This design comes from an exercise in tuning for small area on the open sky130 flow, not from production work.
Only simulation tests tie the RTL to the original design; equivalence was not proved.
No driver is modelled on the clock port, so clock power and skew are understated where the tree is cut down; a real chip needs a root buffer or a tree.
Power and IR drop assume default switching activity.

== the reference run ==
==> flow/design.v (excerpt) <==
module parking_meter(
    input add1,
    input add2,
    input add3,
    input add4,
    input rst1,
    input rst2,
    input clk,
    input rst,
    output [6:0] led_seg,
    output a0,
    output a1,
    output a2,
    output a3,
    output [3:0] val0,
    output [3:0] val1,
    output [3:0] val2,
    output [3:0] val3
    );
==> flow/config.mk <==
export PLATFORM = sky130hd
export DESIGN_NAME = parking_meter
export DESIGN_NICKNAME = parking_meter
export VERILOG_FILES = /design/flow/design.v
export SDC_FILE = /design/flow/constraint.sdc
export NUM_CORES = 4
export LEC_CHECK = 0
export CAP_MARGIN = 20
export CORE_MARGIN = 2
export CORE_UTILIZATION = 40
export SLEW_MARGIN = 20
==> flow/constraint.sdc <==
create_clock -name core_clock -period 18.0 [get_ports {clk}]
set_input_delay 3.6000 -clock core_clock [delete_from_list [all_inputs] [get_ports {clk}]]
set_output_delay 3.6000 -clock core_clock [all_outputs]
set_load 0.01 [all_outputs]
standard.sh (not shown) runs the stock make flow with config.mk's settings and CLKGATE_MAP_FILE= SYNTH_SCRIPT=/design/flow/synth_recipe.tcl, a recipe that flattens the netlist after the stock synthesis.
==> flow/flow/run.sh <==
#!/bin/bash
# Standard synthesis, then the combinational logic re-mapped for area with
# ABC's deepsyn (four seeds, the smallest mapping is kept; registers are
# untouched), then the standard layout with minimum-size port buffers and no
# CTS dummy loads.
set -euo pipefail
W=$(pwd)
R=$W/orfs/results/$FLOW_PLATFORM/parking_meter/base
LIB=$FLOW_HOME/platforms/$FLOW_PLATFORM/lib/sky130_fd_sc_hd__tt_025C_1v80.lib

bash standard.sh synth > std_synth.log 2>&1

DU=""; for c in $(cat flow/dontuse.txt); do DU="$DU -dont_use $c"; done
for S in 1 2 3 4; do
  D=$W/resyn$S
  mkdir -p $D
  cp $R/1_2_yosys.v $D/std_synth.v
  cp $LIB $D/lib.lib
  python3 flow/lib2v.py $LIB $D/cells.v > $D/lib2v.log 2>&1
  printf 'strash\n&get -n\n&deepsyn -T 90 -S %d\n&put\ndch -f\namap\ntopo\n' $S > $D/abc.script
  echo "yosys abc -liberty lib.lib $DU -script $D/abc.script" > $D/resyn_abc.tcl
  ( cd $D && yosys -s $W/flow/resyn.ys > $W/resyn$S.log 2>&1 ) &
done
wait
best=""; besta=""
for S in 1 2 3 4; do
  a=$(awk '/Chip area/ {print $NF}' $W/resyn$S/resyn_stat.txt 2>/dev/null || true)
  echo "seed $S: $a" >> resyn_summary.log
  if [[ -n "$a" ]] && { [[ -z "$besta" ]] || awk -v a="$a" -v b="$besta" 'BEGIN{exit !(a<b)}'; }; then best=$S; besta=$a; fi
done
echo "kept seed $best: $besta" >> resyn_summary.log
cp $W/resyn$best/resyn.v $R/1_2_yosys.v
rm -f $R/1_synth.odb $R/1_synth.sdc

bash standard.sh "BUFFER_PORTS_ARGS=-buffer_cell sky130_fd_sc_hd__buf_1" "CTS_ARGS=-sink_clustering_enable -repair_clock_nets -dont_use_dummy_load" finish > layout.log 2>&1
Other scripts of this flow, unchanged in this note and not shown: flow/flow/dontuse.txt, flow/flow/lib2v.py, flow/flow/resyn.ys
Inputs modified between the reference run and the trial run:
==> flow/flow/run.sh <==
#!/bin/bash
# Standard synthesis, then the combinational logic re-mapped for area with
# ABC's deepsyn (eight seeds, the smallest mapping is kept; registers are
# untouched), then the standard layout with minimum-size port buffers, and
# the clock tree replaced by a single clock buffer after CTS.
set -euo pipefail
W=$(pwd)
R=$W/orfs/results/$FLOW_PLATFORM/parking_meter/base
LIB=$FLOW_HOME/platforms/$FLOW_PLATFORM/lib/sky130_fd_sc_hd__tt_025C_1v80.lib
ARGS=("BUFFER_PORTS_ARGS=-buffer_cell sky130_fd_sc_hd__buf_1" "CTS_ARGS=-sink_clustering_enable -repair_clock_nets -dont_use_dummy_load")

bash standard.sh synth > std_synth.log 2>&1

DU=""; for c in $(cat flow/dontuse.txt); do DU="$DU -dont_use $c"; done
resyn() {
  local S=$1 D=$W/resyn$1
  mkdir -p $D
  cp $R/1_2_yosys.v $D/std_synth.v
  cp $LIB $D/lib.lib
  python3 flow/lib2v.py $LIB $D/cells.v > $D/lib2v.log 2>&1
  printf 'strash\n&get -n\n&deepsyn -T 90 -S %d\n&put\ndch -f\namap\ntopo\n' $S > $D/abc.script
  echo "yosys abc -liberty lib.lib $DU -script $D/abc.script" > $D/resyn_abc.tcl
  ( cd $D && yosys -s $W/flow/resyn.ys > $W/resyn$S.log 2>&1 ) || true
}
for S in 1 2 3 4; do resyn $S & done; wait
for S in 5 6 7 8; do resyn $S & done; wait
best=""; besta=""
for S in 1 2 3 4 5 6 7 8; do
  a=$(awk '/Chip area/ {print $NF}' $W/resyn$S/resyn_stat.txt 2>/dev/null || true)
  echo "seed $S: $a" >> resyn_summary.log
  if [[ -n "$a" ]] && { [[ -z "$besta" ]] || awk -v a="$a" -v b="$besta" 'BEGIN{exit !(a<b)}'; }; then best=$S; besta=$a; fi
done
echo "kept seed $best: $besta" >> resyn_summary.log
cp $W/resyn$best/resyn.v $R/1_2_yosys.v
rm -f $R/1_synth.odb $R/1_synth.sdc

bash standard.sh "${ARGS[@]}" cts > layout_cts.log 2>&1
IN_ODB=$R/4_cts.odb OUT_ODB=$R/4_cts_merged.odb ROOT_CELL=sky130_fd_sc_hd__clkbuf_16 \
  openroad -no_init -exit flow/clk_merge.tcl > clk_merge.log 2>&1
cp $R/4_cts_merged.odb $R/4_cts.odb
bash standard.sh "${ARGS[@]}" finish > layout.log 2>&1
==> flow/flow/clk_merge.tcl (new file) <==
# Replace the clock tree that CTS built (a root buffer and two leaf buffers)
# by one larger buffer at the root that drives every clock sink directly.
read_db $::env(IN_ODB)
set db [ord::get_db]
set block [ord::get_db_block]
set root ""
set leaves {}
foreach inst [$block getInsts] {
  set m [[$inst getMaster] getName]
  if {![string match "sky130_fd_sc_hd__clkbuf*" $m]} continue
  set net [[$inst findITerm A] getNet]
  if {[llength [$net getBTerms]] > 0} { set root $inst } else { lappend leaves $inst }
}
set rootnet [[$root findITerm X] getNet]
foreach leaf $leaves {
  set onet [[$leaf findITerm X] getNet]
  foreach it [$onet getITerms] {
    if {[$it isOutputSignal]} continue
    $it disconnect
    $it connect $rootnet
  }
  [$leaf findITerm A] disconnect
  [$leaf findITerm X] disconnect
  odb::dbInst_destroy $leaf
  odb::dbNet_destroy $onet
}
$root swapMaster [$db findMaster $::env(ROOT_CELL)]
puts "root [$root getName] -> $::env(ROOT_CELL), removed [llength $leaves] leaf buffers"
detailed_placement
check_placement
write_db $::env(OUT_ODB)
~same register-to-register slack in the trial run and the reference run. Global-route total usage across every layer delta for the trial run relative to the reference run: 1.4 points higher. Lower final instance area among the trial run and the reference run: the trial run. In the trial run relative to the reference run, peak supply drop had gone down by more than a quarter. [compare] base=the reference run new=the trial run: maximum frequency went down by 0.0016 GHz, wire length higher. Against the reference run, the trial run reports a power share of the clock group that is lower. Re shortest period the worst path allows: the trial run is 79 ps up on the reference run.

==> port drivers added, routing unchanged <==
In the flow no input, the clock included, has a driving cell. The finished layouts below were timed again as built, in two steps.
Step 1 (the two cells are an assumption about what drives the block):
set clk [get_ports {clk}]
set_driving_cell -lib_cell sky130_fd_sc_hd__clkbuf_16 $clk
set_driving_cell -lib_cell sky130_fd_sc_hd__buf_2 [delete_from_list [all_inputs] $clk]
Step 2 also shifts input and output timing later by t, the mid clock arrival at the registers, as if the neighbouring blocks saw the same clock.
Slacks: no drivers / after step 1 / after step 2; pairs: no drivers / after step 1.
run | t, ns | setup slack, ns | latest minus earliest clock arrival (ns) | pins driven straight from the clock port
the reference run | 0.292 | 11.097 / 11.105 / 10.812 | 0.007 / 0.007 | 1
the trial run | 0.190 | 11.017 / 11.029 / 10.840 | 0.006 / 0.007 | 1
After both steps setup and hold are still met in every run listed. For the reference run, which loses most, drivers alone change the setup slack by +0.008 ns; drivers and shift together by -0.285 ns.
